Context: an optimization exercise on an open-source flow, tuned for small area, a short achievable clock period and few clock cycles per item. The choices shown serve that exercise and are no tape-out recipe.
In this exercise RTL edits were held to simulation tests only and were not proved equivalent to the original.
No activity file was given, so power comes from the tool's default toggle rates.

==> design/flow/design.v <==
`timescale 1ns / 1ps
module order_matching_engine(
    input CLK,
    input RESET,
    input packet_ready,
    input [31:0] payload_data,
    output order_ready,
    output reg trade_valid,
    output reg [7:0] trade_price,
    output reg [7:0] trade_qty,
    output reg [7:0] buy_id,
    output reg [7:0] sell_id
);
localparam N = 16;
function le8(input [7:0] a, input [7:0] b);
    integer j;
    reg r;
    begin
        r = 1'b1;
        for (j = 0; j < 8; j = j + 1)
            r = (~a[j] & b[j]) | (~(a[j] ^ b[j]) & r);
        le8 = r;
    end
endfunction
function [N-1:0] lowest(input [N-1:0] v);
    integer j;
    reg seen;
    begin
        seen = 1'b0;
        for (j = 0; j < N; j = j + 1) begin
            lowest[j] = v[j] & ~seen;
            seen = seen | v[j];
        end
    end
endfunction
reg ready_r;
assign order_ready = ready_r;
reg       o_v;
reg       o_cancel;
reg       o_side;
reg [7:0] o_p, o_q, o_id;
always @(posedge CLK) begin
    if (RESET) begin
        ready_r <= 1'b0;
        o_v     <= 1'b0;
    end else begin
        ready_r <= 1'b1;
        o_v     <= packet_ready & ready_r;
    end
end
always @(posedge CLK) begin
    o_cancel <= payload_data[31];
    o_side   <= payload_data[24];
    o_p      <= payload_data[23:16];
    o_q      <= payload_data[15:8];
    o_id     <= payload_data[7:0];
end
reg [N-1:0] bv, av;
reg [7:0] bp [0:N-1];
reg [7:0] bq [0:N-1];
reg [7:0] bi [0:N-1];
reg [7:0] ap [0:N-1];
reg [7:0] aq [0:N-1];
reg [7:0] ai [0:N-1];
reg [3:0] ins_p;
integer k;
reg [N-1:0] mb, ma;      
reg [N-1:0] cb, ca;      
always @* begin
    for (k = 0; k < N; k = k + 1) begin
        mb[k] = bv[k] & le8(o_p, bp[k]);
        ma[k] = av[k] & le8(ap[k], o_p);
        cb[k] = bv[k] & (bi[k] == o_id);
        ca[k] = av[k] & (ai[k] == o_id);
    end
end
wire [N-1:0] hit = o_cancel ? (o_side ? ca : cb) : (o_side ? mb : ma);
wire [N-1:0] first = lowest(hit);
wire any_hit = |hit;
wire [N-1:0] fb = first & {N{o_side}};
wire [N-1:0] fa = first & {N{~o_side}};
reg [7:0] sel_p, sel_q, sel_id;
always @* begin
    sel_p = 8'd0; sel_q = 8'd0; sel_id = 8'd0;
    for (k = 0; k < N; k = k + 1) begin
        sel_p  = sel_p  | ({8{fb[k]}} & bp[k]) | ({8{fa[k]}} & ap[k]);
        sel_q  = sel_q  | ({8{fb[k]}} & bq[k]) | ({8{fa[k]}} & aq[k]);
        sel_id = sel_id | ({8{fb[k]}} & bi[k]) | ({8{fa[k]}} & ai[k]);
    end
end
wire       part   = ~le8(sel_q, o_q);        
wire [7:0] rem_q  = sel_q - o_q;
wire [N-1:0] own_v = o_side ? av : bv;
wire [N-1:0] emp   = ~own_v;
wire [N-1:0] hmask = {N{1'b1}} << ins_p;
wire [N-1:0] emp_hi = emp & hmask;
wire [N-1:0] pick_v = (|emp_hi) ? emp_hi : emp;
wire [N-1:0] ins_oh = lowest(pick_v);
wire any_emp = |emp;
reg  [3:0] ins_nx;
always @* begin
    ins_nx = 4'd0;
    for (k = 0; k < N; k = k + 1)
        if (ins_oh[k]) ins_nx = ins_nx | (k[3:0] + 4'd1);
end
wire do_match  = o_v & ~o_cancel & any_hit;
wire do_cancel = o_v &  o_cancel & any_hit;
wire do_insert = o_v & ~o_cancel & ~any_hit & any_emp;
wire [N-1:0] clr_b = ((do_cancel & ~o_side) | (do_match & o_side & ~part)) ? first : {N{1'b0}};
wire [N-1:0] clr_a = ((do_cancel &  o_side) | (do_match & ~o_side & ~part)) ? first : {N{1'b0}};
wire [N-1:0] set_b = (do_insert & ~o_side) ? ins_oh : {N{1'b0}};
wire [N-1:0] set_a = (do_insert &  o_side) ? ins_oh : {N{1'b0}};
wire         dec   = do_match & part;
wire [N-1:0] wq_b  = set_b | ((dec &  o_side) ? first : {N{1'b0}});
wire [N-1:0] wq_a  = set_a | ((dec & ~o_side) ? first : {N{1'b0}});
wire [7:0]   wq    = do_insert ? o_q : rem_q;
always @(posedge CLK) begin
    if (RESET) begin
        bv    <= {N{1'b0}};
        av    <= {N{1'b0}};
        ins_p <= 4'd0;
    end else begin
        bv <= (bv & ~clr_b) | set_b;
        av <= (av & ~clr_a) | set_a;
        if (do_insert) ins_p <= ins_nx;
    end
end
always @(posedge CLK) begin
    for (k = 0; k < N; k = k + 1) begin
        if (set_b[k]) begin
            bp[k] <= o_p;
            bi[k] <= o_id;
        end
        if (wq_b[k]) bq[k] <= wq;
        if (set_a[k]) begin
            ap[k] <= o_p;
            ai[k] <= o_id;
        end
        if (wq_a[k]) aq[k] <= wq;
    end
end
always @(posedge CLK) begin
    if (RESET) trade_valid <= 1'b0;
    else       trade_valid <= do_match;
end
always @(posedge CLK) begin
    trade_price <= sel_p;
    trade_qty   <= part ? o_q : sel_q;
    buy_id      <= o_side ? sel_id : o_id;
    sell_id     <= o_side ? o_id : sel_id;
end
endmodule
`timescale 1ns / 1ps
module risk_management(
    input CLK,
    input RESET,
    input TRADE_VALID,
    input wire [7:0] TRADE_PRICE,
    input wire [7:0] TRADE_QTY,
    input wire [7:0] BUY_ID,
    input wire [7:0] SELL_ID,
    output reg TRADE_APPROVED,
    output reg [7:0] APPR_PRICE,
    output reg [7:0] APPR_QTY,
    output reg [7:0] APPR_BUY_ID,
    output reg [7:0] APPR_SELL_ID
);
    localparam MAX_POSITION = 100;
    localparam MAX_EXPOSURE = 5000;
    reg [6:0]  room_pos;    
    reg [12:0] room_exp;    
    wire [15:0] prod = TRADE_QTY * TRADE_PRICE;
    wire [8:0]  np = {2'b00, room_pos} - {1'b0, TRADE_QTY};
    wire [16:0] ne = {4'b0000, room_exp} - {1'b0, prod};
    wire ok = TRADE_VALID & ~np[8] & ~ne[16];
    always @(posedge CLK) begin
        if (RESET) begin
            room_pos       <= MAX_POSITION;
            room_exp       <= MAX_EXPOSURE;
            TRADE_APPROVED <= 1'b0;
        end else begin
            TRADE_APPROVED <= ok;
            if (ok) begin
                room_pos <= np[6:0];
                room_exp <= ne[12:0];
            end
        end
    end
    always @(posedge CLK) begin
        APPR_PRICE   <= TRADE_PRICE;
        APPR_QTY     <= TRADE_QTY;
        APPR_BUY_ID  <= BUY_ID;
        APPR_SELL_ID <= SELL_ID;
    end
endmodule
`timescale 1ns / 1ps
module trading_core(
    input clk,
    input rst,
    input order_valid,
    input [31:0] order_data,
    output order_ready,
    output trade_valid,
    output [7:0] trade_price,
    output [7:0] trade_qty,
    output [7:0] trade_buy_id,
    output [7:0] trade_sell_id,
    output appr_valid,
    output [7:0] appr_price,
    output [7:0] appr_qty,
    output [7:0] appr_buy_id,
    output [7:0] appr_sell_id
);
    order_matching_engine ORDER_MATCHING_ENGINE(
        .CLK(clk),
        .RESET(rst),
        .packet_ready(order_valid),
        .payload_data(order_data),
        .order_ready(order_ready),
        .trade_valid(trade_valid),
        .trade_price(trade_price),
        .trade_qty(trade_qty),
        .buy_id(trade_buy_id),
        .sell_id(trade_sell_id)
    );
    risk_management RISK (
        .CLK(clk),
        .RESET(rst),
        .TRADE_VALID(trade_valid),
        .TRADE_PRICE(trade_price),
        .TRADE_QTY(trade_qty),
        .BUY_ID(trade_buy_id),
        .SELL_ID(trade_sell_id),
        .TRADE_APPROVED(appr_valid),
        .APPR_PRICE(appr_price),
        .APPR_QTY(appr_qty),
        .APPR_BUY_ID(appr_buy_id),
        .APPR_SELL_ID(appr_sell_id)
    );
endmodule
==> design/flow/run.sh <==
#!/bin/bash
# synth_recipe.tcl (not shown) runs the flow's synth.tcl, then flattens the netlist and writes it again
# the make line also repeats each setting of config.mk as NAME=value (left out here)
make -C /OpenROAD-flow-scripts/flow DESIGN_CONFIG=/design/flow/config.mk WORK_HOME=/design/flow/orfs CLKGATE_MAP_FILE= SYNTH_SCRIPT=/design/flow/synth_recipe.tcl finish
==> design/flow/config.mk <==
export PLATFORM = sky130hd
export DESIGN_NAME = trading_core
export DESIGN_NICKNAME = trading_core
export VERILOG_FILES = /design/flow/design.v
export SDC_FILE = /design/flow/constraint.sdc
export NUM_CORES = 4
export LEC_CHECK = 0
export CAP_MARGIN = 20
export CORE_MARGIN = 2
export CORE_UTILIZATION = 40
export PLACE_DENSITY = 0.6
export SETUP_SLACK_MARGIN = 3
export SLEW_MARGIN = 20
==> design/flow/constraint.sdc <==
create_clock -name core_clock -period 8.0 [get_ports {clk}]
set_input_delay 1.6000 -clock core_clock [delete_from_list [all_inputs] [get_ports {clk}]]
set_output_delay 1.6000 -clock core_clock [all_outputs]
set_load 0.01 [all_outputs]
==> qor.txt, run 1 <==
CTS tree: built
routed vias: 35.3k
post-synth top area cell: edfxtp_1
Yosys warning total: 8
Die Span Y: 347 um
max-cap violations: 0
largest net degree at the start of global routing: 62
initial antenna violation count: 4
Req. time, crit path: 8.39 ns
Iter 0 DRT Violations: 4,385
Async SR Flop Fraction: 0
CTS Root Cell: clkbuf_16
Syn Std Cell Area: 47,000 um2
FF+latch area: 26,200 um2
final hold vios: 0
worst vdd ir: 0.000320 V
share of post-route cells with drive strength above 1: 0.218
Largest stage delay, worst path: 0.44 ns
Top FF cell, synth: edfxtp_1
Port Buffers: 95
critical path class: register to register
commonest cells in the netlist: edfxtp_1, ha_1, inv_1
Peak Freq: 0.159 GHz
EDFF count, synth: 768
Core ar.: 116,000 um2
area grow syn2layout: 25.7%
startpoint type of the worst setup path: register
global-route wire length before repair: 238,000 um
Sw Pwr: 4.49 mW
CTS Sinks: 918
row cnt: 125
DR pass1 iterations: 6
die width: 347 um
RSZ-0062 raised after global routing: true
crit-path most repeated cell: buf_12
Inst Count DP: 5,375
Avg Synthesized Cell Area: 12.4 um2
Die Area: 120,000 um2
Post-DP HPWL: 113,000 um
unique cell type count in the Yosys netlist: 99
internal power: 10.2 mW
Skew-Pair Late Insertion Delay: 0.70 ns
WP buf/inv: 7
CTS Buffer Depth: 3
Post-Layout Cell Count: 5,828
Mapped Cells: 3,795
Overall Global Routing Usage: 0.269
fin nets: 4,590
I/O Pins: 102
CP top delay family: compound AO/OA/AOI/OAI gates
number of remaining DRC errors: 0
H-tree depth: 3
most frequent cell after synthesis: edfxtp_1
area of the multi-input gates: 21,000 um2
slowest stage cell on the critical path: a2111o_1
Sw Share: 0.307
post-synth top area share: 0.491
fillers: 9,978
fin. max-slew vios: 0
clock buffer count from CTS: 102
final setup TNS: 0 ns
post-route ant nets: 0
Initial Util: 0.404
PD cells: 248 nW/um2
Seq cells post-synth: 918
status: timing/DRC/antenna clean
Final min period: 6.30 ns
Post-Route WL: 167,000 um
Final period util: 0.788
CP endpoint kind: register
Hold-fix buffers, CTS: 0
vias in the first global route: 34.3k
Slew HR: 0.302
Leak: 21.3 nW
Worst-Margin Slew: 1.04 ns
worst path arrival time: 6.70 ns
wire per inst: 28.6 um
post-synthesis sequential area ratio: 0.555
Worst-path clk slew: 0.06 ns
final setup fails: 0
Clock Skew: 0.0291 ns
crit path max fanout: 8
Logic pwr share: 0.294
top post-synthesis cells by area: edfxtp_1, ha_1, dfxtp_1
gp weighted congestion: 0.943
Reg power frac: 0.372
GR Overflow Total: 0
vias per inst: 6.05
Clock Power Share: 0.334
HP Class: register to register
Synthesized Nets: 4,169
## layer usage
| layer | global-route usage | wire (um) | part of all wire | vias up |
|---|---|---|---|---|
| met4 | 0.0759 | 5770 | 0.035 | 2 |
| met5 | 0 | 10 | 0.000060 | - |
| met3 | 0.0712 | 18300 | 0.11 | 305 |
| met2 | 0.421 | 74800 | 0.45 | 1902 |
| met1 | 0.368 | 68000 | 0.41 | 17700 |
| li1 | - | - | - | 15300 |
## flip-flops by register name, indices dropped and copies added (netlist names), 13 cells and up
name	count
ORDER_MATCHING_ENGINE.ai	128
ORDER_MATCHING_ENGINE.ap	128
ORDER_MATCHING_ENGINE.aq	128
ORDER_MATCHING_ENGINE.av	16
ORDER_MATCHING_ENGINE.bi	128
ORDER_MATCHING_ENGINE.bp	128
ORDER_MATCHING_ENGINE.bq	128
ORDER_MATCHING_ENGINE.bv	16
RISK.room_exp	13
## final timing paths
path	startpoint	end	slack (ns)	cells past startpoint
worst max register to register	ORDER_MATCHING_ENGINE.o_p[1]	ORDER_MATCHING_ENGINE.aq[9][7]	1.70	29
worst max-delay path	ORDER_MATCHING_ENGINE.o_p[1]	ORDER_MATCHING_ENGINE.aq[9][7]	1.70	29
worst min-delay path	ORDER_MATCHING_ENGINE.buy_id[2]	RISK.APPR_BUY_ID[2]	0.35	0
worst min register to register	ORDER_MATCHING_ENGINE.buy_id[2]	RISK.APPR_BUY_ID[2]	0.35	0
## power by group through the flow
stage	Combinational, mW	Sequential, mW	Clock [mW]
detailed placement	3.48	5.57	0
global placement	3.41	5.56	0
finish	4.31	5.45	4.89
global route	4.75	5.46	5.12
floorplan	2.48	5.55	0
CTS	3.87	5.46	4.94
## logic make-up after synthesis
logic type / Yosys count / synth area share
AOI/OAI and AO/OA: 910 / 0.137
buffers and inverters: 445 / 0.0400
DFF: 918 / 0.555
and+or+nand+nor: 754 / 0.0851
xor gates and xnor gates: 274 / 0.0511
adders and majority gates: 340 / 0.0981
muxes: 154 / 0.0338
## area by class of cell
cell class | count | area share
flip-flops and latches | 918 | 0.443
multi-input cells | 2440 | 0.355
repair buffers | 480 | 0.0914
clock buffers | 130 | 0.0468
well taps | 1524 | 0.0323
inverters | 274 | 0.0200
clock inverters | 61 | 0.0115
diodes | 1 | 0.0000423
## stage by stage
step / hold WS [ns] / setup slack [ns] / total power, mW / area [um2] / util
floorplan: 0.382 / 2.04 / 8.03 / 47600 / -
global placement: 0.333 / 0.668 / 8.98 / 50700 / 0.436
detailed placement: 0.339 / 0.619 / 9.04 / 50700 / 0.436
CTS: 0.351 / 1.86 / 14.3 / 58200 / 0.500
global route: 0.353 / 1.57 / 15.3 / 59100 / 0.508
finish: 0.351 / 1.70 / 14.6 / 59100 / 0.508
## cells in the final DEF (no fill, tap or decap), drive strengths merged, types with 37 or more instances in the layout
cell type | synthesis | routed
a21oi | 145 | 148
mux2i | 118 | 118
clkinv | 2 | 40
buf | 106 | 381
a31oi | 45 | 46
a221oi | 53 | 53
mux2 | 36 | 39
inv | 272 | 237
xnor2 | 180 | 180
o21ai | 182 | 183
o211ai | 40 | 40
ha | 291 | 291
nor2 | 121 | 121
edfxtp | 768 | 768
nand2 | 174 | 174
clkdlybuf4s50 | 0 | 94
nand3 | 82 | 82
clkbuf | 65 | 133
dfxtp | 150 | 150
nand4 | 54 | 54
and2 | 68 | 68
fa | 48 | 48
nor4 | 37 | 37
a22oi | 68 | 68
nand2b | 39 | 39
xor2 | 94 | 94
nor3 | 67 | 67
clkinvlp | 0 | 45
## repair_timing
action / CTS / global route
gates cloned: 14 / 4
endpoints found under the setup margin: 1113 / 1094
pin swaps: 94 / 81
setup buffers: 195 / 48
resized for setup: 317 / 142
Testbench counts, summed over its fixed seeds: cycles 3,208, orders 3,200.
==> run 2: changes to the inputs <==
--- a/design/flow/design.v
+++ b/design/flow/design.v
@@ -34,26 +34,16 @@
     end
 endfunction
+integer k;
 reg ready_r;
 assign order_ready = ready_r;
+reg       i_v;
+reg       i_cancel, i_side;
+reg [7:0] i_p, i_q, i_id;
 reg       o_v;
-reg       o_cancel;
-reg       o_side;
+reg       o_cancel, o_side;
 reg [7:0] o_p, o_q, o_id;
-always @(posedge CLK) begin
-    if (RESET) begin
-        ready_r <= 1'b0;
-        o_v     <= 1'b0;
-    end else begin
-        ready_r <= 1'b1;
-        o_v     <= packet_ready & ready_r;
-    end
-end
-always @(posedge CLK) begin
-    o_cancel <= payload_data[31];
-    o_side   <= payload_data[24];
-    o_p      <= payload_data[23:16];
-    o_q      <= payload_data[15:8];
-    o_id     <= payload_data[7:0];
-end
+reg [N-1:0] pre_hit;      
+reg [N-1:0] pre_qlt;      
+reg         fwd_hit;      
 reg [N-1:0] bv, av;
 reg [7:0] bp [0:N-1];
@@ -64,18 +54,55 @@
 reg [7:0] ai [0:N-1];
 reg [3:0] ins_p;
-integer k;
-reg [N-1:0] mb, ma;      
-reg [N-1:0] cb, ca;      
+reg [N-1:0] lw_ins;       
+reg         lw_ins_side;
+reg [N-1:0] lw_wq;        
+reg         lw_wq_side;
+reg [7:0]   lw_q;         
+always @(posedge CLK) begin
+    if (RESET) begin
+        ready_r <= 1'b0;
+        i_v     <= 1'b0;
+        o_v     <= 1'b0;
+    end else begin
+        ready_r <= 1'b1;
+        i_v     <= packet_ready & ready_r;
+        o_v     <= i_v;
+    end
+end
+always @(posedge CLK) begin
+    i_cancel <= payload_data[31];
+    i_side   <= payload_data[24];
+    i_p      <= payload_data[23:16];
+    i_q      <= payload_data[15:8];
+    i_id     <= payload_data[7:0];
+end
+reg [N-1:0] a_hit, a_qlt;
 always @* begin
     for (k = 0; k < N; k = k + 1) begin
-        mb[k] = bv[k] & le8(o_p, bp[k]);
-        ma[k] = av[k] & le8(ap[k], o_p);
-        cb[k] = bv[k] & (bi[k] == o_id);
-        ca[k] = av[k] & (ai[k] == o_id);
-    end
-end
-wire [N-1:0] hit = o_cancel ? (o_side ? ca : cb) : (o_side ? mb : ma);
+        if (i_cancel)
+            a_hit[k] = i_side ? (ai[k] == i_id) : (bi[k] == i_id);
+        else
+            a_hit[k] = i_side ? le8(i_p, bp[k]) : le8(ap[k], i_p);
+        a_qlt[k] = i_side ? ~le8(bq[k], i_q) : ~le8(aq[k], i_q);
+    end
+end
+wire a_fwd = i_cancel ? (o_id == i_id) : (i_side ? le8(i_p, o_p) : le8(o_p, i_p));
+always @(posedge CLK) begin
+    o_cancel <= i_cancel;
+    o_side   <= i_side;
+    o_p      <= i_p;
+    o_q      <= i_q;
+    o_id     <= i_id;
+    pre_hit  <= a_hit;
+    pre_qlt  <= a_qlt;
+    fwd_hit  <= a_fwd;
+end
+wire srch = o_cancel ? o_side : ~o_side;
+wire [N-1:0] hit_c = (lw_ins_side == srch) ? ((pre_hit & ~lw_ins) | (lw_ins & {N{fwd_hit}})) : pre_hit;
+wire [N-1:0] hit   = hit_c & (srch ? av : bv);
 wire [N-1:0] first = lowest(hit);
 wire any_hit = |hit;
+wire q_fwd = ~le8(lw_q, o_q);
+wire [N-1:0] qlt = (lw_wq_side == ~o_side) ? ((pre_qlt & ~lw_wq) | (lw_wq & {N{q_fwd}})) : pre_qlt;
 wire [N-1:0] fb = first & {N{o_side}};
 wire [N-1:0] fa = first & {N{~o_side}};
@@ -89,6 +116,6 @@
     end
 end
-wire       part   = ~le8(sel_q, o_q);        
-wire [7:0] rem_q  = sel_q - o_q;
+wire       part  = |(first & qlt);           
+wire [7:0] rem_q = sel_q - o_q;
 wire [N-1:0] own_v = o_side ? av : bv;
 wire [N-1:0] emp   = ~own_v;
@@ -107,11 +134,15 @@
 wire do_cancel = o_v &  o_cancel & any_hit;
 wire do_insert = o_v & ~o_cancel & ~any_hit & any_emp;
-wire [N-1:0] clr_b = ((do_cancel & ~o_side) | (do_match & o_side & ~part)) ? first : {N{1'b0}};
-wire [N-1:0] clr_a = ((do_cancel &  o_side) | (do_match & ~o_side & ~part)) ? first : {N{1'b0}};
-wire [N-1:0] set_b = (do_insert & ~o_side) ? ins_oh : {N{1'b0}};
-wire [N-1:0] set_a = (do_insert &  o_side) ? ins_oh : {N{1'b0}};
-wire         dec   = do_match & part;
-wire [N-1:0] wq_b  = set_b | ((dec &  o_side) ? first : {N{1'b0}});
-wire [N-1:0] wq_a  = set_a | ((dec & ~o_side) ? first : {N{1'b0}});
+wire [N-1:0] clr   = first & ~(qlt & {N{~o_cancel}});
+wire [N-1:0] clr_b = ((do_cancel & ~o_side) | (do_match &  o_side)) ? clr : {N{1'b0}};
+wire [N-1:0] clr_a = ((do_cancel &  o_side) | (do_match & ~o_side)) ? clr : {N{1'b0}};
+wire [N-1:0] set_o = do_insert ? ins_oh : {N{1'b0}};
+wire [N-1:0] set_b = o_side ? {N{1'b0}} : set_o;
+wire [N-1:0] set_a = o_side ? set_o : {N{1'b0}};
+wire [N-1:0] dec_o = do_match ? (first & qlt) : {N{1'b0}};
+wire [N-1:0] wq_o  = set_o | dec_o;           
+wire         wq_side = do_insert ? o_side : ~o_side;
+wire [N-1:0] wq_b  = wq_side ? {N{1'b0}} : wq_o;
+wire [N-1:0] wq_a  = wq_side ? wq_o : {N{1'b0}};
 wire [7:0]   wq    = do_insert ? o_q : rem_q;
 always @(posedge CLK) begin
@@ -125,4 +156,11 @@
         if (do_insert) ins_p <= ins_nx;
     end
+end
+always @(posedge CLK) begin
+    lw_ins      <= set_o;
+    lw_ins_side <= o_side;
+    lw_wq       <= wq_o;
+    lw_wq_side  <= wq_side;
+    lw_q        <= wq;
 end
 always @(posedge CLK) begin
@@ -170,8 +208,21 @@
     reg [6:0]  room_pos;    
     reg [12:0] room_exp;    
-    wire [15:0] prod = TRADE_QTY * TRADE_PRICE;
-    wire [8:0]  np = {2'b00, room_pos} - {1'b0, TRADE_QTY};
-    wire [16:0] ne = {4'b0000, room_exp} - {1'b0, prod};
-    wire ok = TRADE_VALID & ~np[8] & ~ne[16];
+    reg        t_v;
+    reg [7:0]  t_price, t_qty, t_buy, t_sell;
+    reg [15:0] t_prod;
+    always @(posedge CLK) begin
+        if (RESET) t_v <= 1'b0;
+        else       t_v <= TRADE_VALID;
+    end
+    always @(posedge CLK) begin
+        t_price <= TRADE_PRICE;
+        t_qty   <= TRADE_QTY;
+        t_buy   <= BUY_ID;
+        t_sell  <= SELL_ID;
+        t_prod  <= TRADE_QTY * TRADE_PRICE;
+    end
+    wire [8:0]  np = {2'b00, room_pos} - {1'b0, t_qty};
+    wire [16:0] ne = {4'b0000, room_exp} - {1'b0, t_prod};
+    wire ok = t_v & ~np[8] & ~ne[16];
     always @(posedge CLK) begin
         if (RESET) begin
@@ -188,8 +239,8 @@
     end
     always @(posedge CLK) begin
-        APPR_PRICE   <= TRADE_PRICE;
-        APPR_QTY     <= TRADE_QTY;
-        APPR_BUY_ID  <= BUY_ID;
-        APPR_SELL_ID <= SELL_ID;
+        APPR_PRICE   <= t_price;
+        APPR_QTY     <= t_qty;
+        APPR_BUY_ID  <= t_buy;
+        APPR_SELL_ID <= t_sell;
     end
 endmodule
--- a/design/flow/config.mk
+++ b/design/flow/config.mk
@@ -10,4 +10,4 @@
 export CORE_UTILIZATION = 40
 export PLACE_DENSITY = 0.6
-export SETUP_SLACK_MARGIN = 3
+export SETUP_SLACK_MARGIN = 4
 export SLEW_MARGIN = 20
==> run 2 against run 1 <==
  * Clock power up 16%
  * Cell area is 16% higher
  * Routed wire length increased by 6.2%
  * Via count grew 13%
  * Clock-buffer cell count rose by 37
  * First-iteration DRC count down 11%
  * Critical endpoint is now ORDER_MATCHING_ENGINE.bq[11][7]
  * Largest cell class unchanged
==> qor.txt, run 2 <==
Post-Route WL: 177,000 um
Req. time, crit path: 8.49 ns
status: timing/DRC/antenna clean
CTS Sinks: 1,069
initial antenna violation count: 2
Die Area: 144,000 um2
gp weighted congestion: 0.910
Slew HR: 0.260
dpl ws: 1.15 ns
CTS Root Cell: clkbuf_16
Iter 0 DRT Violations: 3,890
CTS tree: built
RSZ-0062 raised after global routing: true
Mapped Cells: 4,793
startpoint type of the worst setup path: register
max-cap violations: 0
fin. max-slew vios: 0
fin nets: 5,758
Top FF cell, synth: edfxtp_1
final hold vios: 0
critical path class: register to register
GR Overflow Total: 0
Sw Pwr: 3.22 mW
Leak: 28.6 nW
Clock Skew: 0.0538 ns
Peak Freq: 0.195 GHz
Sw Share: 0.247
CTS Buffer Depth: 3
Worst-path clk slew: 0.06 ns
final setup fails: 0
Post-DP HPWL: 114,000 um
Core ar.: 140,000 um2
area grow syn2layout: 22.3%
HP Class: register to register
H-tree depth: 3
global-route wire length before repair: 257,000 um
die width: 379 um
commonest cells in the netlist: edfxtp_1, ha_1, inv_1
wire per inst: 24.8 um
most frequent cells in the layout: edfxtp_1, ha_1, inv_1, mux2i_1, dfxtp_1
vias per inst: 5.60
top post-synthesis cells by area: edfxtp_1, ha_1, dfxtp_1
row cnt: 137
internal power: 9.82 mW
vias in the first global route: 39.1k
Total Power: 13.0 mW
unique cell type count in the Yosys netlist: 88
worst path arrival time: 5.62 ns
final setup TNS: 0 ns
Clock Power Share: 0.434
Inst Count DP: 6,665
crit path max fanout: 6
I/O Pins: 102
routed vias: 39.9k
CP endpoint kind: register
Avg Synthesized Cell Area: 11.7 um2
Synthesized Nets: 5,399
Port Buffers: 95
Yosys warning total: 8
post-synth top area share: 0.410
fillers: 12.3k
Skew-Pair Late Insertion Delay: 0.79 ns
most frequent cell after synthesis: edfxtp_1
Reg power frac: 0.471
post-synthesis sequential area ratio: 0.518
post-route ant nets: 0
Die Span Y: 379 um
setup ws final: 2.87 ns
share of post-route cells with drive strength above 1: 0.172
Final period util: 0.641
most common cell after layout, fill and taps aside: edfxtp_1
Overall Global Routing Usage: 0.242
clock buffer count from CTS: 118
Post-Layout Cell Count: 7,134
EDFF count, synth: 768
largest net degree at the start of global routing: 129
DR pass1 iterations: 5
Logic pwr share: 0.095
Worst-Margin Slew: 1.11 ns
Final min period: 5.13 ns
Seq cells post-synth: 1,069
Syn Std Cell Area: 56,200 um2
Initial Util: 0.403
worst vdd ir: 0.000178 V
final hold slack: 0.316 ns
post-synth top area cell: edfxtp_1
Async SR Flop Fraction: 0
PD cells: 190 nW/um2
number of remaining DRC errors: 0
[run 2: cell count changes after synthesis, sizes merged, moves of 78 or more]
cell   before  now
inv       272  512
dfxtp     150  301
mux2i     118  341
a21oi     145  236
ha        291  532
xor2       94   16
a21o       35  261
[run 2: final timing paths]
kind | slack, ns | from | cells after the start | to
worst max-delay path | 2.87 | ORDER_MATCHING_ENGINE.lw_ins_side | 24 | ORDER_MATCHING_ENGINE.bq[11][7]
worst min-delay path | 0.32 | RISK.t_price[6] | 0 | RISK.APPR_PRICE[6]
worst max register to register | 2.87 | ORDER_MATCHING_ENGINE.lw_ins_side | 24 | ORDER_MATCHING_ENGINE.bq[11][7]
worst min register to register | 0.32 | RISK.t_price[6] | 0 | RISK.APPR_PRICE[6]
[run 2: worst max-delay path, stage by stage (launching register included)]
cell and delay (ns):
dfxtp_4 0.37, xor3_4 0.56, and3_4 0.21, o21a_4 0.21, or4_4 0.61, buf_12 0.18, nor2_4 0.22, buf_6 0.14
nand2_4 0.05, o22ai_2 0.15, a31oi_1 0.06, nand4_1 0.22, ha_1 0.28, nor2b_4 0.13, o21ai_2 0.16, a21oi_2 0.09
o21ai_2 0.18, a21boi_2 0.08, o21ai_1 0.12, nand2b_1 0.09, a31o_2 0.24, nand3_4 0.10, xnor2_4 0.07, buf_12 0.16
buf_12 0.15
[run 2: cell type report]
type                            instances  area (um2)  area share
Tap cell                             1876        2350      0.0341
Sequential cell                      1069       29200       0.424
Timing Repair Buffer                  419        4960      0.0722
Antenna cell                            1        2.50   0.0000364
Clock buffer                          167        3370      0.0490
Clock inverter                         58         646     0.00939
Multi-Input combinational cell       3027       26200       0.381
Inverter                              517        2030      0.0296
[run 2: what timing repair did]
| action | in CTS | in global routing |
|---|---|---|
| pin swaps | 95 | 71 |
| endpoints found under the hold margin | 0 | 0 |
| gates resized for setup | 386 | 129 |
| hold buffers | 0 | 0 |
| cloned | 23 | 6 |
| buffers inserted | 164 | 50 |
| endpoints found under the setup margin | 1138 | 1069 |
[run 2: layer usage]
metal	global-route usage	wire length [um]
met5	0	0
met4	0.0829	5970
met3	0.0393	14500
met2	0.383	80200
met1	0.335	76600
[run 2: kinds of logic (layout without fill, tap and decap cells)]
group                      Yosys count  in the layout  synth area share
AOI/OAI and AO/OA                 1108           1109             0.134
xor gates and xnor gates           168            170            0.0273
adders and majority gates          571            571             0.132
buffers and inverters              701           1161            0.0483
DFF                               1069           1069             0.518
muxes                              371            371            0.0667
other                                0              1                 0
and+or+nand+nor                    805            806            0.0738
[run 2: through the flow]
stage          area [um2]  utilization
3_3_place_gp        59700        0.428
3_5_place_dp        59700        0.428
6_report            68800        0.493
2_1_floorplan       56500            -
4_1_cts             67700        0.485
5_1_grt             68800        0.493
[run 2: power by group through the flow]
stage                     Sequential, mW  Combinational, mW  Clock, mW
after global routing                6.15               1.33       5.94
final                               6.15               1.24       5.65
after global placement              6.27              0.954          0
after detailed placement            6.27              0.968          0
after floorplan                     6.23              0.605          0
after CTS                           6.15               1.19       5.73
Testbench counts of run 2, summed over its fixed seeds: cycles 3,209, orders 3,200.
==> run 3: changes to the inputs <==
--- a/design/flow/design.v
+++ b/design/flow/design.v
@@ -19,5 +19,5 @@
         r = 1'b1;
         for (j = 0; j < 8; j = j + 1)
-            r = (~a[j] & b[j]) | (~(a[j] ^ b[j]) & r);
+            r = (~a[j] & b[j]) | (~a[j] & r) | (b[j] & r);
         le8 = r;
     end
@@ -56,7 +56,12 @@
 reg [N-1:0] lw_ins;       
 reg         lw_ins_side;
-reg [N-1:0] lw_wq;        
+reg [N-1:0] pw_oh;        
+reg         pw_side;
+reg         pw_ins;       
+reg [7:0]   pw_oq;        
+reg [7:0]   pw_sel;       
+reg [N-1:0] lw_wq;
 reg         lw_wq_side;
-reg [7:0]   lw_q;         
+reg [7:0]   lw_q;
 always @(posedge CLK) begin
     if (RESET) begin
@@ -103,6 +108,11 @@
 wire [N-1:0] first = lowest(hit);
 wire any_hit = |hit;
-wire q_fwd = ~le8(lw_q, o_q);
-wire [N-1:0] qlt = (lw_wq_side == ~o_side) ? ((pre_qlt & ~lw_wq) | (lw_wq & {N{q_fwd}})) : pre_qlt;
+wire [7:0] pw_val = pw_ins ? pw_oq : pw_sel - pw_oq;
+wire [8:0] q_sum  = {1'b0, o_q} + {1'b0, pw_oq};
+wire q_fwd1 = pw_ins ? ~le8(pw_oq, o_q) : (q_sum < {1'b0, pw_sel});
+wire q_fwd2 = ~le8(lw_q, o_q);
+wire [N-1:0] e1 = (pw_side == ~o_side) ? pw_oh : {N{1'b0}};
+wire [N-1:0] e2 = (lw_wq_side == ~o_side) ? lw_wq : {N{1'b0}};
+wire [N-1:0] qlt = (pre_qlt & ~e1 & ~e2) | (e1 & {N{q_fwd1}}) | (e2 & ~e1 & {N{q_fwd2}});
 wire [N-1:0] fb = first & {N{o_side}};
 wire [N-1:0] fa = first & {N{~o_side}};
@@ -117,5 +127,6 @@
 end
 wire       part  = |(first & qlt);           
-wire [7:0] rem_q = sel_q - o_q;
+wire       same1 = |(first & e1);            
+wire [7:0] sel_qe = same1 ? pw_val : sel_q;
 wire [N-1:0] own_v = o_side ? av : bv;
 wire [N-1:0] emp   = ~own_v;
@@ -143,7 +154,4 @@
 wire [N-1:0] wq_o  = set_o | dec_o;           
 wire         wq_side = do_insert ? o_side : ~o_side;
-wire [N-1:0] wq_b  = wq_side ? {N{1'b0}} : wq_o;
-wire [N-1:0] wq_a  = wq_side ? wq_o : {N{1'b0}};
-wire [7:0]   wq    = do_insert ? o_q : rem_q;
 always @(posedge CLK) begin
     if (RESET) begin
@@ -160,8 +168,15 @@
     lw_ins      <= set_o;
     lw_ins_side <= o_side;
-    lw_wq       <= wq_o;
-    lw_wq_side  <= wq_side;
-    lw_q        <= wq;
-end
+    pw_oh       <= wq_o;
+    pw_side     <= wq_side;
+    pw_ins      <= do_insert;
+    pw_oq       <= o_q;
+    pw_sel      <= sel_qe;
+    lw_wq       <= pw_oh;
+    lw_wq_side  <= pw_side;
+    lw_q        <= pw_val;
+end
+wire [N-1:0] pw_b = pw_side ? {N{1'b0}} : pw_oh;
+wire [N-1:0] pw_a = pw_side ? pw_oh : {N{1'b0}};
 always @(posedge CLK) begin
     for (k = 0; k < N; k = k + 1) begin
@@ -170,10 +185,10 @@
             bi[k] <= o_id;
         end
-        if (wq_b[k]) bq[k] <= wq;
+        if (pw_b[k]) bq[k] <= pw_val;
         if (set_a[k]) begin
             ap[k] <= o_p;
             ai[k] <= o_id;
         end
-        if (wq_a[k]) aq[k] <= wq;
+        if (pw_a[k]) aq[k] <= pw_val;
     end
 end
@@ -184,5 +199,5 @@
 always @(posedge CLK) begin
     trade_price <= sel_p;
-    trade_qty   <= part ? o_q : sel_q;
+    trade_qty   <= part ? o_q : sel_qe;
     buy_id      <= o_side ? sel_id : o_id;
     sell_id     <= o_side ? o_id : sel_id;
--- a/design/flow/config.mk
+++ b/design/flow/config.mk
@@ -8,6 +8,6 @@
 export CAP_MARGIN = 20
 export CORE_MARGIN = 2
-export CORE_UTILIZATION = 40
-export PLACE_DENSITY = 0.6
-export SETUP_SLACK_MARGIN = 4
+export CORE_UTILIZATION = 55
+export PLACE_DENSITY = 0.65
+export SETUP_SLACK_MARGIN = 4.5
 export SLEW_MARGIN = 20
==> run 3 against run 2 <==
  * Still clean
  * Cell area down 3.0%
  * Clock skew down 0.0064 ns
  * Combinational power up 41%
  * Synthesized area down 7.4%
  * Global-route usage up 12 points
  * Die area down 32%
  * Sequential share of layout area up 2.4 points
  * Synthesized cell count down 11%
  * Clock power up 1%
  * Power up 6.4%
  * Core utilization up 22 points
  * Via count up 0.74%
  * Critical path type unchanged
  * Largest cell class unchanged
  * Largest power group unchanged
==> qor.txt, run 3 <==
final instance area: 66,700 um2
DR pass1 iterations: 9
final setup fails: 0
setup ws final: 3.52 ns
PD cells: 208 nW/um2
crit path max fanout: 8
share of post-route cells with drive strength above 1: 0.258
top post-synthesis cells by area: edfxtp_1, dfxtp_1, maj3_1
unique cell type count in the Yosys netlist: 93
Critical path origin: ORDER_MATCHING_ENGINE.o_side
CTS Root Cell: clkbuf_16
row cnt: 112
hold depth: 0
gp weighted congestion: 0.960
CP endpoint: ORDER_MATCHING_ENGINE.bp[10][2]
Skew-Pair Late Insertion Delay: 0.74 ns
HP Class: register to register
Avg Synthesized Cell Area: 12.1 um2
I/O Pins: 102
Slew HR: 0.232
Die Area: 97,100 um2
H-tree depth: 3
Final min period: 4.48 ns
Port Buffers: 95
fin. max-slew vios: 0
Post-DP HPWL: 107,000 um
post-synth top area share: 0.443
final hold vios: 0
CTS tree: built
min-delay src: RISK.t_buy[4]
CP endpoint kind: register
clock buffer count from CTS: 117
fin nets: 4,940
routed vias: 40.2k
Overall Global Routing Usage: 0.362
Seq cells post-synth: 1,103
Peak Freq: 0.223 GHz
R2R setup slack: 3.52 ns
post-route ant nets: 0
max-cap violations: 0
vias in the first global route: 39.4k
Worst-path clk slew: 0.06 ns
final setup TNS: 0 ns
Yosys warning total: 8
most frequent cells in the layout: edfxtp_1, dfxtp_1, maj3_1, buf_4, mux2i_1
Post-Route WL: 183,000 um
fillers: 6,308
Die Span Y: 312 um
worst path arrival time: 4.91 ns
post-synthesis sequential area ratio: 0.572
initial antenna violation count: 11
Mapped Cells: 4,289
Initial Util: 0.556
Iter 0 DRT Violations: 5,155
global-route wire length before repair: 260,000 um
DP Area: 54,700 um2
GR Overflow Total: 0
critical path class: register to register
EDFF count, synth: 768
final hold slack: 0.314 ns
R2R Path End: ORDER_MATCHING_ENGINE.bp[10][2]
commonest cells in the netlist: edfxtp_1, dfxtp_1, maj3_1
Req. time, crit path: 8.43 ns
most common cell after layout, fill and taps aside: edfxtp_1
die width: 312 um
r2r startpoint: ORDER_MATCHING_ENGINE.o_side
Reg2Reg Depth: 14
wire per inst: 29.9 um
status: timing/DRC/antenna clean
post-synth top area cell: edfxtp_1
Clock Skew: 0.0474 ns
Top FF cell, synth: edfxtp_1
CTS Sinks: 1,103
number of remaining DRC errors: 0
largest net degree at the start of global routing: 128
Async SR Flop Fraction: 0
worst vdd ir: 0.000225 V
Final period util: 0.561
dpl ws: 2.35 ns
startpoint type of the worst setup path: register
Leak: 24.0 nW
Total Power: 13.9 mW
Syn Std Cell Area: 52,000 um2
RSZ-0062 raised after global routing: true
CTS Buffer Depth: 3
area grow syn2layout: 28.2%
Core ar.: 93,600 um2
most frequent cell after synthesis: edfxtp_1
vias per inst: 6.55
Synthesized Nets: 4,450
Worst-Margin Slew: 1.15 ns
## run 3: changes by cell type after synthesis, moves of 66 or more
cell,change
ha_1,-446
a21o_1,-246
mux2i_1,-78
inv_1,-307
maj3_1,+327
nand2b_1,-66
nand2_1,+86
## run 3: worst max-delay path, cell delays in order, from the launching register on
cell	delay [ns]
dfxtp_4	0.40
buf_6	0.19
mux2i_1	0.81
nand2b_1	0.21
a41oi_4	0.34
a2111oi_4	0.08
buf_4	0.19
o21ai_4	0.19
nand3_4	0.14
or2_4	0.27
or4b_4	0.57
or2_4	0.31
nor2_4	0.15
buf_6	0.14
buf_12	0.17
## run 3: final cells by class
class	instances	area (um2)	area share
Sequential cell	1103	29900	0.448
Multi-Input combinational cell	2735	23100	0.346
Timing Repair Buffer	604	7170	0.107
Clock buffer	150	3250	0.0487
Tap cell	1254	1570	0.0235
Inverter	217	942	0.0141
Clock inverter	72	811	0.0122
Timing Repair inverter	1	7.51	0.000113
Antenna cell	2	5.00	0.0000750
## run 3: logic make-up (layout without fill, tap and decap cells)
group                      Yosys count  in the layout  synth area share
buffers and inverters              459           1044            0.0346
adders and majority gates          453            453            0.0990
other                                0              2                 0
AOI/OAI and AO/OA                  937            940             0.121
DFF                               1103           1103             0.572
and+or+nand+nor                    822            825            0.0754
muxes                              342            342            0.0683
xor gates and xnor gates           173            175            0.0298
## run 3: worst min-delay path by stage
| stage | end | slack, ns |
|---|---|---|
| 2_1_floorplan | RISK.APPR_BUY_ID[0] | 0.31 |
| 3_3_place_gp | RISK.APPR_SELL_ID[4] | 0.31 |
| 3_5_place_dp | RISK.APPR_BUY_ID[1] | 0.31 |
| 4_1_cts | RISK.APPR_SELL_ID[4] | 0.32 |
| 5_1_grt | RISK.APPR_SELL_ID[4] | 0.32 |
| 6_report | RISK.APPR_BUY_ID[4] | 0.31 |
## run 3: power by group
part / switching [mW] / total [mW] / internal [mW]
registers: 0.0973 / 6.40 / 6.30
clock network: 2.42 / 5.72 / 3.31
logic: 0.997 / 1.75 / 0.753
total: 3.51 / 13.9 / 10.4
## run 3: routing by layer
layer  GRT usage  wire length (um)  vias to the layer above  part of all wire
li1            -                 -                    17100                 -
met1       0.457             66500                    19700              0.36
met2       0.578             83500                     2626              0.45
met3      0.0881             20900                      755              0.11
met4       0.191             12500                       12             0.068
met5           0                80                        -           0.00044
## run 3: per-stage QoR
step	instances	utilization
6_report	6138	0.713
5_1_grt	6136	0.713
4_1_cts	6062	0.696
3_5_place_dp	5475	0.585
3_3_place_gp	5475	0.585
2_1_floorplan	4289	-
## run 3: repair_timing
action	4_1_cts	5_1_grt
resized for setup	532	209
pin swaps	171	87
setup buffers	326	69
hold buffers	0	0
gates cloned	39	4
setup endpoints to repair	681	704
Testbench counts of run 3, summed over its fixed seeds: cycles 3,209, orders 3,200.
==> run 4: changes to the inputs <==
--- a/design/flow/design.v
+++ b/design/flow/design.v
@@ -23,4 +23,21 @@
     end
 endfunction
+function [8:0] add8(input [7:0] a, input [7:0] b, input cin);
+    integer i, d;
+    reg [7:0] g, p, gg, pp;
+    begin
+        g = a & b;
+        p = a ^ b;
+        gg = g;
+        pp = p;
+        gg[0] = g[0] | (p[0] & cin);
+        for (d = 1; d < 8; d = d * 2)
+            for (i = 7; i >= d; i = i - 1) begin
+                gg[i] = gg[i] | (pp[i] & gg[i-d]);
+                pp[i] = pp[i] & pp[i-d];
+            end
+        add8 = {gg[7], p ^ {gg[6:0], cin}};
+    end
+endfunction
 function [N-1:0] lowest(input [N-1:0] v);
     integer j;
@@ -108,7 +125,13 @@
 wire [N-1:0] first = lowest(hit);
 wire any_hit = |hit;
-wire [7:0] pw_val = pw_ins ? pw_oq : pw_sel - pw_oq;
-wire [8:0] q_sum  = {1'b0, o_q} + {1'b0, pw_oq};
-wire q_fwd1 = pw_ins ? ~le8(pw_oq, o_q) : (q_sum < {1'b0, pw_sel});
+wire [8:0] pw_dif = add8(pw_sel, ~pw_oq, 1'b1);
+wire [7:0] pw_val = pw_ins ? pw_oq : pw_dif[7:0];
+wire [9:0] fx = {2'b00, pw_sel};
+wire [9:0] fy = ~{2'b00, pw_oq};
+wire [9:0] fz = ~{2'b00, o_q};
+wire [9:0] fs = fx ^ fy ^ fz;
+wire [9:0] fc = (fx & fy) | (fx & fz) | (fy & fz);
+wire [9:0] fd = fs + {fc[8:0], 1'b0} + 10'd1;
+wire q_fwd1 = pw_ins ? ~le8(pw_oq, o_q) : ~fd[9];
 wire q_fwd2 = ~le8(lw_q, o_q);
 wire [N-1:0] e1 = (pw_side == ~o_side) ? pw_oh : {N{1'b0}};
@@ -221,9 +244,112 @@
     localparam MAX_POSITION = 100;
     localparam MAX_EXPOSURE = 5000;
+    function [17:0] add17(input [16:0] a, input [16:0] b, input cin);
+        integer i, d;
+        reg [16:0] g, p, gg, pp;
+        begin
+            g = a & b;
+            p = a ^ b;
+            gg = g;
+            pp = p;
+            gg[0] = g[0] | (p[0] & cin);
+            for (d = 1; d < 17; d = d * 2)
+                for (i = 16; i >= d; i = i - 1) begin
+                    gg[i] = gg[i] | (pp[i] & gg[i-d]);
+                    pp[i] = pp[i] & pp[i-d];
+                end
+            add17 = {gg[16], p ^ {gg[15:0], cin}};
+        end
+    endfunction
     reg [6:0]  room_pos;    
     reg [12:0] room_exp;    
+    wire csa_s0 = (TRADE_QTY[0] & TRADE_PRICE[6]) ^ (TRADE_QTY[1] & TRADE_PRICE[5]);
+    wire csa_c0 = (TRADE_QTY[0] & TRADE_PRICE[6]) & (TRADE_QTY[1] & TRADE_PRICE[5]);
+    wire csa_s1 = (TRADE_QTY[0] & TRADE_PRICE[7]) ^ (TRADE_QTY[1] & TRADE_PRICE[6]) ^ (TRADE_QTY[2] & TRADE_PRICE[5]);
+    wire csa_c1 = ((TRADE_QTY[0] & TRADE_PRICE[7]) & (TRADE_QTY[1] & TRADE_PRICE[6])) | ((TRADE_QTY[0] & TRADE_PRICE[7]) & (TRADE_QTY[2] & TRADE_PRICE[5])) | ((TRADE_QTY[1] & TRADE_PRICE[6]) & (TRADE_QTY[2] & TRADE_PRICE[5]));
+    wire csa_s2 = (TRADE_QTY[3] & TRADE_PRICE[4]) ^ (TRADE_QTY[4] & TRADE_PRICE[3]);
+    wire csa_c2 = (TRADE_QTY[3] & TRADE_PRICE[4]) & (TRADE_QTY[4] & TRADE_PRICE[3]);
+    wire csa_s3 = (TRADE_QTY[1] & TRADE_PRICE[7]) ^ (TRADE_QTY[2] & TRADE_PRICE[6]) ^ (TRADE_QTY[3] & TRADE_PRICE[5]);
+    wire csa_c3 = ((TRADE_QTY[1] & TRADE_PRICE[7]) & (TRADE_QTY[2] & TRADE_PRICE[6])) | ((TRADE_QTY[1] & TRADE_PRICE[7]) & (TRADE_QTY[3] & TRADE_PRICE[5])) | ((TRADE_QTY[2] & TRADE_PRICE[6]) & (TRADE_QTY[3] & TRADE_PRICE[5]));
+    wire csa_s4 = (TRADE_QTY[4] & TRADE_PRICE[4]) ^ (TRADE_QTY[5] & TRADE_PRICE[3]);
+    wire csa_c4 = (TRADE_QTY[4] & TRADE_PRICE[4]) & (TRADE_QTY[5] & TRADE_PRICE[3]);
+    wire csa_s5 = (TRADE_QTY[2] & TRADE_PRICE[7]) ^ (TRADE_QTY[3] & TRADE_PRICE[6]) ^ (TRADE_QTY[4] & TRADE_PRICE[5]);
+    wire csa_c5 = ((TRADE_QTY[2] & TRADE_PRICE[7]) & (TRADE_QTY[3] & TRADE_PRICE[6])) | ((TRADE_QTY[2] & TRADE_PRICE[7]) & (TRADE_QTY[4] & TRADE_PRICE[5])) | ((TRADE_QTY[3] & TRADE_PRICE[6]) & (TRADE_QTY[4] & TRADE_PRICE[5]));
+    wire csa_s6 = (TRADE_QTY[0] & TRADE_PRICE[4]) ^ (TRADE_QTY[1] & TRADE_PRICE[3]);
+    wire csa_c6 = (TRADE_QTY[0] & TRADE_PRICE[4]) & (TRADE_QTY[1] & TRADE_PRICE[3]);
+    wire csa_s7 = (TRADE_QTY[0] & TRADE_PRICE[5]) ^ (TRADE_QTY[1] & TRADE_PRICE[4]) ^ (TRADE_QTY[2] & TRADE_PRICE[3]);
+    wire csa_c7 = ((TRADE_QTY[0] & TRADE_PRICE[5]) & (TRADE_QTY[1] & TRADE_PRICE[4])) | ((TRADE_QTY[0] & TRADE_PRICE[5]) & (TRADE_QTY[2] & TRADE_PRICE[3])) | ((TRADE_QTY[1] & TRADE_PRICE[4]) & (TRADE_QTY[2] & TRADE_PRICE[3]));
+    wire csa_s8 = (TRADE_QTY[3] & TRADE_PRICE[2]) ^ (TRADE_QTY[4] & TRADE_PRICE[1]);
+    wire csa_c8 = (TRADE_QTY[3] & TRADE_PRICE[2]) & (TRADE_QTY[4] & TRADE_PRICE[1]);
+    wire csa_s9 = (TRADE_QTY[2] & TRADE_PRICE[4]) ^ (TRADE_QTY[3] & TRADE_PRICE[3]) ^ (TRADE_QTY[4] & TRADE_PRICE[2]);
+    wire csa_c9 = ((TRADE_QTY[2] & TRADE_PRICE[4]) & (TRADE_QTY[3] & TRADE_PRICE[3])) | ((TRADE_QTY[2] & TRADE_PRICE[4]) & (TRADE_QTY[4] & TRADE_PRICE[2])) | ((TRADE_QTY[3] & TRADE_PRICE[3]) & (TRADE_QTY[4] & TRADE_PRICE[2]));
+    wire csa_s10 = (TRADE_QTY[5] & TRADE_PRICE[1]) ^ (TRADE_QTY[6] & TRADE_PRICE[0]) ^ csa_s0;
+    wire csa_c10 = ((TRADE_QTY[5] & TRADE_PRICE[1]) & (TRADE_QTY[6] & TRADE_PRICE[0])) | ((TRADE_QTY[5] & TRADE_PRICE[1]) & csa_s0) | ((TRADE_QTY[6] & TRADE_PRICE[0]) & csa_s0);
+    wire csa_s11 = (TRADE_QTY[5] & TRADE_PRICE[2]) ^ (TRADE_QTY[6] & TRADE_PRICE[1]) ^ (TRADE_QTY[7] & TRADE_PRICE[0]);
+    wire csa_c11 = ((TRADE_QTY[5] & TRADE_PRICE[2]) & (TRADE_QTY[6] & TRADE_PRICE[1])) | ((TRADE_QTY[5] & TRADE_PRICE[2]) & (TRADE_QTY[7] & TRADE_PRICE[0])) | ((TRADE_QTY[6] & TRADE_PRICE[1]) & (TRADE_QTY[7] & TRADE_PRICE[0]));
+    wire csa_s12 = csa_c0 ^ csa_s1 ^ csa_s2;
+    wire csa_c12 = (csa_c0 & csa_s1) | (csa_c0 & csa_s2) | (csa_s1 & csa_s2);
+    wire csa_s13 = (TRADE_QTY[6] & TRADE_PRICE[2]) ^ (TRADE_QTY[7] & TRADE_PRICE[1]) ^ csa_c1;
+    wire csa_c13 = ((TRADE_QTY[6] & TRADE_PRICE[2]) & (TRADE_QTY[7] & TRADE_PRICE[1])) | ((TRADE_QTY[6] & TRADE_PRICE[2]) & csa_c1) | ((TRADE_QTY[7] & TRADE_PRICE[1]) & csa_c1);
+    wire csa_s14 = csa_c2 ^ csa_s3 ^ csa_s4;
+    wire csa_c14 = (csa_c2 & csa_s3) | (csa_c2 & csa_s4) | (csa_s3 & csa_s4);
+    wire csa_s15 = (TRADE_QTY[5] & TRADE_PRICE[4]) ^ (TRADE_QTY[6] & TRADE_PRICE[3]) ^ (TRADE_QTY[7] & TRADE_PRICE[2]);
+    wire csa_c15 = ((TRADE_QTY[5] & TRADE_PRICE[4]) & (TRADE_QTY[6] & TRADE_PRICE[3])) | ((TRADE_QTY[5] & TRADE_PRICE[4]) & (TRADE_QTY[7] & TRADE_PRICE[2])) | ((TRADE_QTY[6] & TRADE_PRICE[3]) & (TRADE_QTY[7] & TRADE_PRICE[2]));
+    wire csa_s16 = csa_c3 ^ csa_c4 ^ csa_s5;
+    wire csa_c16 = (csa_c3 & csa_c4) | (csa_c3 & csa_s5) | (csa_c4 & csa_s5);
+    wire csa_s17 = (TRADE_QTY[3] & TRADE_PRICE[7]) ^ (TRADE_QTY[4] & TRADE_PRICE[6]) ^ (TRADE_QTY[5] & TRADE_PRICE[5]);
+    wire csa_c17 = ((TRADE_QTY[3] & TRADE_PRICE[7]) & (TRADE_QTY[4] & TRADE_PRICE[6])) | ((TRADE_QTY[3] & TRADE_PRICE[7]) & (TRADE_QTY[5] & TRADE_PRICE[5])) | ((TRADE_QTY[4] & TRADE_PRICE[6]) & (TRADE_QTY[5] & TRADE_PRICE[5]));
+    wire csa_s18 = (TRADE_QTY[6] & TRADE_PRICE[4]) ^ (TRADE_QTY[7] & TRADE_PRICE[3]) ^ csa_c5;
+    wire csa_c18 = ((TRADE_QTY[6] & TRADE_PRICE[4]) & (TRADE_QTY[7] & TRADE_PRICE[3])) | ((TRADE_QTY[6] & TRADE_PRICE[4]) & csa_c5) | ((TRADE_QTY[7] & TRADE_PRICE[3]) & csa_c5);
+    wire csa_s19 = (TRADE_QTY[4] & TRADE_PRICE[7]) ^ (TRADE_QTY[5] & TRADE_PRICE[6]) ^ (TRADE_QTY[6] & TRADE_PRICE[5]);
+    wire csa_c19 = ((TRADE_QTY[4] & TRADE_PRICE[7]) & (TRADE_QTY[5] & TRADE_PRICE[6])) | ((TRADE_QTY[4] & TRADE_PRICE[7]) & (TRADE_QTY[6] & TRADE_PRICE[5])) | ((TRADE_QTY[5] & TRADE_PRICE[6]) & (TRADE_QTY[6] & TRADE_PRICE[5]));
+    wire csa_s20 = (TRADE_QTY[0] & TRADE_PRICE[3]) ^ (TRADE_QTY[1] & TRADE_PRICE[2]);
+    wire csa_c20 = (TRADE_QTY[0] & TRADE_PRICE[3]) & (TRADE_QTY[1] & TRADE_PRICE[2]);
+    wire csa_s21 = (TRADE_QTY[2] & TRADE_PRICE[2]) ^ (TRADE_QTY[3] & TRADE_PRICE[1]) ^ (TRADE_QTY[4] & TRADE_PRICE[0]);
+    wire csa_c21 = ((TRADE_QTY[2] & TRADE_PRICE[2]) & (TRADE_QTY[3] & TRADE_PRICE[1])) | ((TRADE_QTY[2] & TRADE_PRICE[2]) & (TRADE_QTY[4] & TRADE_PRICE[0])) | ((TRADE_QTY[3] & TRADE_PRICE[1]) & (TRADE_QTY[4] & TRADE_PRICE[0]));
+    wire csa_s22 = (TRADE_QTY[5] & TRADE_PRICE[0]) ^ csa_c6 ^ csa_s7;
+    wire csa_c22 = ((TRADE_QTY[5] & TRADE_PRICE[0]) & csa_c6) | ((TRADE_QTY[5] & TRADE_PRICE[0]) & csa_s7) | (csa_c6 & csa_s7);
+    wire csa_s23 = csa_c7 ^ csa_c8 ^ csa_s9;
+    wire csa_c23 = (csa_c7 & csa_c8) | (csa_c7 & csa_s9) | (csa_c8 & csa_s9);
+    wire csa_s24 = csa_c9 ^ csa_c10 ^ csa_s11;
+    wire csa_c24 = (csa_c9 & csa_c10) | (csa_c9 & csa_s11) | (csa_c10 & csa_s11);
+    wire csa_s25 = csa_c11 ^ csa_c12 ^ csa_s13;
+    wire csa_c25 = (csa_c11 & csa_c12) | (csa_c11 & csa_s13) | (csa_c12 & csa_s13);
+    wire csa_s26 = csa_c13 ^ csa_c14 ^ csa_s15;
+    wire csa_c26 = (csa_c13 & csa_c14) | (csa_c13 & csa_s15) | (csa_c14 & csa_s15);
+    wire csa_s27 = csa_c15 ^ csa_c16 ^ csa_s17;
+    wire csa_c27 = (csa_c15 & csa_c16) | (csa_c15 & csa_s17) | (csa_c16 & csa_s17);
+    wire csa_s28 = (TRADE_QTY[7] & TRADE_PRICE[4]) ^ csa_c17 ^ csa_c18;
+    wire csa_c28 = ((TRADE_QTY[7] & TRADE_PRICE[4]) & csa_c17) | ((TRADE_QTY[7] & TRADE_PRICE[4]) & csa_c18) | (csa_c17 & csa_c18);
+    wire csa_s29 = (TRADE_QTY[5] & TRADE_PRICE[7]) ^ (TRADE_QTY[6] & TRADE_PRICE[6]) ^ (TRADE_QTY[7] & TRADE_PRICE[5]);
+    wire csa_c29 = ((TRADE_QTY[5] & TRADE_PRICE[7]) & (TRADE_QTY[6] & TRADE_PRICE[6])) | ((TRADE_QTY[5] & TRADE_PRICE[7]) & (TRADE_QTY[7] & TRADE_PRICE[5])) | ((TRADE_QTY[6] & TRADE_PRICE[6]) & (TRADE_QTY[7] & TRADE_PRICE[5]));
+    wire csa_s30 = (TRADE_QTY[0] & TRADE_PRICE[2]) ^ (TRADE_QTY[1] & TRADE_PRICE[1]);
+    wire csa_c30 = (TRADE_QTY[0] & TRADE_PRICE[2]) & (TRADE_QTY[1] & TRADE_PRICE[1]);
+    wire csa_s31 = (TRADE_QTY[2] & TRADE_PRICE[1]) ^ (TRADE_QTY[3] & TRADE_PRICE[0]) ^ csa_s20;
+    wire csa_c31 = ((TRADE_QTY[2] & TRADE_PRICE[1]) & (TRADE_QTY[3] & TRADE_PRICE[0])) | ((TRADE_QTY[2] & TRADE_PRICE[1]) & csa_s20) | ((TRADE_QTY[3] & TRADE_PRICE[0]) & csa_s20);
+    wire csa_s32 = csa_s6 ^ csa_c20 ^ csa_s21;
+    wire csa_c32 = (csa_s6 & csa_c20) | (csa_s6 & csa_s21) | (csa_c20 & csa_s21);
+    wire csa_s33 = csa_s8 ^ csa_c21 ^ csa_s22;
+    wire csa_c33 = (csa_s8 & csa_c21) | (csa_s8 & csa_s22) | (csa_c21 & csa_s22);
+    wire csa_s34 = csa_s10 ^ csa_c22 ^ csa_s23;
+    wire csa_c34 = (csa_s10 & csa_c22) | (csa_s10 & csa_s23) | (csa_c22 & csa_s23);
+    wire csa_s35 = csa_s12 ^ csa_c23 ^ csa_s24;
+    wire csa_c35 = (csa_s12 & csa_c23) | (csa_s12 & csa_s24) | (csa_c23 & csa_s24);
+    wire csa_s36 = csa_s14 ^ csa_c24 ^ csa_s25;
+    wire csa_c36 = (csa_s14 & csa_c24) | (csa_s14 & csa_s25) | (csa_c24 & csa_s25);
+    wire csa_s37 = csa_s16 ^ csa_c25 ^ csa_s26;
+    wire csa_c37 = (csa_s16 & csa_c25) | (csa_s16 & csa_s26) | (csa_c25 & csa_s26);
+    wire csa_s38 = csa_s18 ^ csa_c26 ^ csa_s27;
+    wire csa_c38 = (csa_s18 & csa_c26) | (csa_s18 & csa_s27) | (csa_c26 & csa_s27);
+    wire csa_s39 = csa_s19 ^ csa_c27 ^ csa_s28;
+    wire csa_c39 = (csa_s19 & csa_c27) | (csa_s19 & csa_s28) | (csa_c27 & csa_s28);
+    wire csa_s40 = csa_c19 ^ csa_c28 ^ csa_s29;
+    wire csa_c40 = (csa_c19 & csa_c28) | (csa_c19 & csa_s29) | (csa_c28 & csa_s29);
+    wire csa_s41 = (TRADE_QTY[6] & TRADE_PRICE[7]) ^ (TRADE_QTY[7] & TRADE_PRICE[6]) ^ csa_c29;
+    wire csa_c41 = ((TRADE_QTY[6] & TRADE_PRICE[7]) & (TRADE_QTY[7] & TRADE_PRICE[6])) | ((TRADE_QTY[6] & TRADE_PRICE[7]) & csa_c29) | ((TRADE_QTY[7] & TRADE_PRICE[6]) & csa_c29);
+    wire [15:0] mul_s = {1'b0, (TRADE_QTY[7] & TRADE_PRICE[7]), csa_c40, csa_c39, csa_c38, csa_c37, csa_c36, csa_c35, csa_c34, csa_c33, csa_c32, csa_c31, csa_c30, (TRADE_QTY[2] & TRADE_PRICE[0]), (TRADE_QTY[0] & TRADE_PRICE[1]), (TRADE_QTY[0] & TRADE_PRICE[0])};
+    wire [15:0] mul_c = {1'b0, csa_c41, csa_s41, csa_s40, csa_s39, csa_s38, csa_s37, csa_s36, csa_s35, csa_s34, csa_s33, csa_s32, csa_s31, csa_s30, (TRADE_QTY[1] & TRADE_PRICE[0]), 1'b0};
     reg        t_v;
     reg [7:0]  t_price, t_qty, t_buy, t_sell;
-    reg [15:0] t_prod;
+    reg [15:0] t_s, t_c;
     always @(posedge CLK) begin
         if (RESET) t_v <= 1'b0;
@@ -235,9 +361,15 @@
         t_buy   <= BUY_ID;
         t_sell  <= SELL_ID;
-        t_prod  <= TRADE_QTY * TRADE_PRICE;
+        t_s     <= mul_s;
+        t_c     <= mul_c;
     end
-    wire [8:0]  np = {2'b00, room_pos} - {1'b0, t_qty};
-    wire [16:0] ne = {4'b0000, room_exp} - {1'b0, t_prod};
-    wire ok = t_v & ~np[8] & ~ne[16];
+    wire [16:0] x = {4'b0000, room_exp};
+    wire [16:0] y = ~{1'b0, t_s};
+    wire [16:0] z = ~{1'b0, t_c};
+    wire [16:0] s3 = x ^ y ^ z;
+    wire [16:0] c3 = (x & y) | (x & z) | (y & z);
+    wire [17:0] ne = add17(s3, {c3[15:0], 1'b1}, 1'b1);
+    wire [17:0] np = add17({10'd0, room_pos}, {9'h1ff, ~t_qty}, 1'b1);
+    wire ok = t_v & np[17] & ~ne[16];
     always @(posedge CLK) begin
         if (RESET) begin
==> run 4 against run 3 <==
  * Highest routed layer unchanged
  * Synthesized area is 1.5% higher
  * Sequential share of layout area is 1.2 points higher
  * Largest power group unchanged
  * Non-clock buffer count is 121 lower
  * Worst setup slack better by 0.26 ns
  * Maximum frequency is 6.0% higher
==> qor.txt, run 4 <==
post-synth top area share: 0.437
CP endpoint kind: register
crit-path most repeated cell: buf_6
area grow syn2layout: 23.9%
Yosys warning total: 8
Post-DP HPWL: 108,000 um
post-route ant nets: 0
Final min period: 4.23 ns
min-delay src: RISK.t_buy[1]
Synthesized Nets: 4,513
DR pass1 iterations: 10
M1 wire length: 70,200 um
area of the multi-input gates: 22,900 um2
commonest cells in the netlist: edfxtp_1, dfxtp_1, mux2i_1
Final period util: 0.529
routed vias: 40.6k
metal3 WL: 24,300 um
most frequent cell after synthesis: edfxtp_1
CTS Buffer Depth: 3
Critical path origin: ORDER_MATCHING_ENGINE.o_side
Worst-path clk slew: 0.07 ns
Core ar.: 95,200 um2
Top FF cell, synth: edfxtp_1
Clock Skew: 0.0517 ns
Port Buffers: 95
HP Class: register to register
vias per inst: 6.66
Initial Util: 0.555
Hold-fix buffers, CTS: 0
WL met2: 79,600 um
PD cells: 200 nW/um2
unique cell type count in the Yosys netlist: 95
CTS tree: built
Seq cells post-synth: 1,116
CTS Root Cell: clkbuf_16
Iter 0 DRT Violations: 5,877
Die Area: 98,500 um2
final setup fails: 0
top post-synthesis cells by area: edfxtp_1, dfxtp_1, mux2i_1
Peak Freq: 0.236 GHz
Final Util: 0.688
startpoint type of the worst setup path: register
r2r startpoint: ORDER_MATCHING_ENGINE.o_side
H-tree depth: 3
final hold vios: 0
Req. time, crit path: 8.60 ns
Largest stage delay, worst path: 0.47 ns
crit path max fanout: 7
Worst-Margin Slew: 1.21 ns
Skew-Pair Late Insertion Delay: 0.75 ns
final setup TNS: 0 ns
I/O Pins: 102
most frequent cells in the layout: edfxtp_1, dfxtp_1, mux2i_1, maj3_1, a21oi_1
Leak: 23.5 nW
Total Power: 13.1 mW
largest net degree at the start of global routing: 107
GR Overflow Total: 0
global-route wire length before repair: 258,000 um
Die Span Y: 314 um
slowest stage cell on the critical path: dfxtp_4
Syn Std Cell Area: 52,800 um2
post-synthesis sequential area ratio: 0.569
fillers: 6,639
critical path class: register to register
worst path arrival time: 4.83 ns
number of remaining DRC errors: 0
initial antenna violation count: 4
most common cell after layout, fill and taps aside: edfxtp_1
Async SR Flop Fraction: 0
Slew HR: 0.187
fin nets: 4,868
fin. max-slew vios: 0
gp weighted congestion: 0.916
die width: 314 um
vias in the first global route: 38.4k
top sig layer: met5
max-cap violations: 0
wire per inst: 30.4 um
Post-Route WL: 185,000 um
RSZ-0062 raised after global routing: true
Avg Synthesized Cell Area: 12.1 um2
post-synth top area cell: edfxtp_1
FF+latch area: 30,100 um2
clock buffer count from CTS: 115
Mapped Cells: 4,374
CP Cell Sequence: buf_6, xnor3_2, clkbuf_2, o21ai_0, a21oi_2, nor4_4, buf_4, buf_2, nand4_4, buf_6, buf_6, or2_4, buf_12, buf_6, o211ai_1, a21o_1
Overall Global Routing Usage: 0.356
CTS Sinks: 1,116
worst vdd ir: 0.000199 V
row cnt: 113
EDFF count, synth: 768
status: timing/DRC/antenna clean
share of post-route cells with drive strength above 1: 0.213
## run 4: changes by cell type in the layout (fill, tap and decap cells not counted), sizes merged, moves of 24 or more
| cell | before | now |
|---|---|---|
| a211oi | 15 | 42 |
| a21oi | 275 | 226 |
| a32oi | 34 | 0 |
| and2 | 54 | 90 |
| buf | 498 | 372 |
| ha | 86 | 47 |
| maj3 | 327 | 250 |
| mux2i | 263 | 302 |
| nand2 | 279 | 227 |
| nand3 | 71 | 101 |
| o221ai | 41 | 17 |
| o22ai | 28 | 86 |
## run 4: cells by family (layout without fill, tap and decap cells)
family,after synthesis,in the layout,share of synthesized area
compound gates,992,995,0.129
mux,380,380,0.0744
fa+ha+maj,354,354,0.0801
other cells,0,2,0
xor+xnor,155,157,0.0266
buf+inv,478,926,0.0358
flops,1116,1116,0.569
simple gates,899,903,0.0855
## run 4: layout make-up
class,count,share of cell area
clock buffers,160,0.0499
flip-flops and latches,1116,0.460
repair buffers,483,0.0911
well taps,1265,0.0242
diodes,2,0.0000765
multi-input cells,2789,0.350
inverters,223,0.0146
repair inverters,1,0.000115
clock inverters,59,0.0103
## run 4: per-stage QoR
step                hold WS [ns]  instances  area, um2  setup WS, ns
detailed placement         0.312       5577      55300          2.12
floorplan                  0.310       4374      53000          4.45
CTS                        0.315       6024      63800          4.18
global placement           0.310       5576      55300          2.18
finish                     0.317       6098      65400          3.77
global route               0.327       6096      65400          3.84
## run 4: worst max-delay path: cells and delay by family (launching register included)
kind	cells	cell delay [ns]
simple gates	3	0.83
compound gates	4	1.04
buf+inv	8	1.38
flops	1	0.47
xor+xnor	1	0.36
## run 4: repair_timing
action,in CTS,in global routing
cloned,29,10
gates resized for setup,442,210
setup buffers,199,61
hold endpoints to repair,0,0
endpoints found under the setup margin,680,679
pin swaps,82,74
## run 4: worst paths after layout
kind | end | slack, ns | cells after the start
worst max-delay path | ORDER_MATCHING_ENGINE.trade_price[5] | 3.77 | 16
worst min-delay path | RISK.APPR_BUY_ID[1] | 0.32 | 0
worst max register to register | ORDER_MATCHING_ENGINE.trade_price[5] | 3.77 | 16
worst min register to register | RISK.APPR_BUY_ID[1] | 0.32 | 0
## run 4: where the power goes
group | switching (mW) | internal [mW] | leakage (nW)
registers | 0.0891 | 6.27 | 9.78
logic | 0.658 | 0.416 | 11.7
clock network | 2.39 | 3.25 | 1.94
## run 4: layer usage
metal | up-vias | global-route usage
li1 | 17200 | -
met1 | 19800 | 0.490
met2 | 2894 | 0.528
met3 | 705 | 0.0894
met4 | 6 | 0.174
met5 | - | 0
Testbench counts of run 4, summed over its fixed seeds: cycles 3,209, orders 3,200.

-- static timing again, ports no longer ideal --
No port has a modelled driver above. Below, the same layouts with a new extraction and two added sets of constraints. Step 1 sets driving cells, clkbuf_16 on the clock port and buf_2 on the other inputs (assumed; they add their load-dependent delay and slew). Step 2 times the ports against the registers' clock, not the clock port: input delays grow and output delays shrink by t, the midpoint of the rising clock arrivals with the driver on. a / b / c = ideal ports / drivers / drivers and shift; a / b = the first two.
run	shift t [ns]	setup slack, ns	worst data-port slew with drivers (ns)	pins driven straight from the clock port
run 1	0.762	1.696 / 1.696 / 1.696	0.05	1
run 2	0.835	2.871 / 2.871 / 2.871	0.06	1
run 3	0.786	3.516 / 3.516 / 3.516	0.04	1
run 4	0.804	3.771 / 3.771 / 3.749	0.04	1
After both steps every run listed still meets setup and hold. For run 4, which loses most, drivers alone change the setup slack by 0.000 ns; drivers and shift together by -0.022 ns.
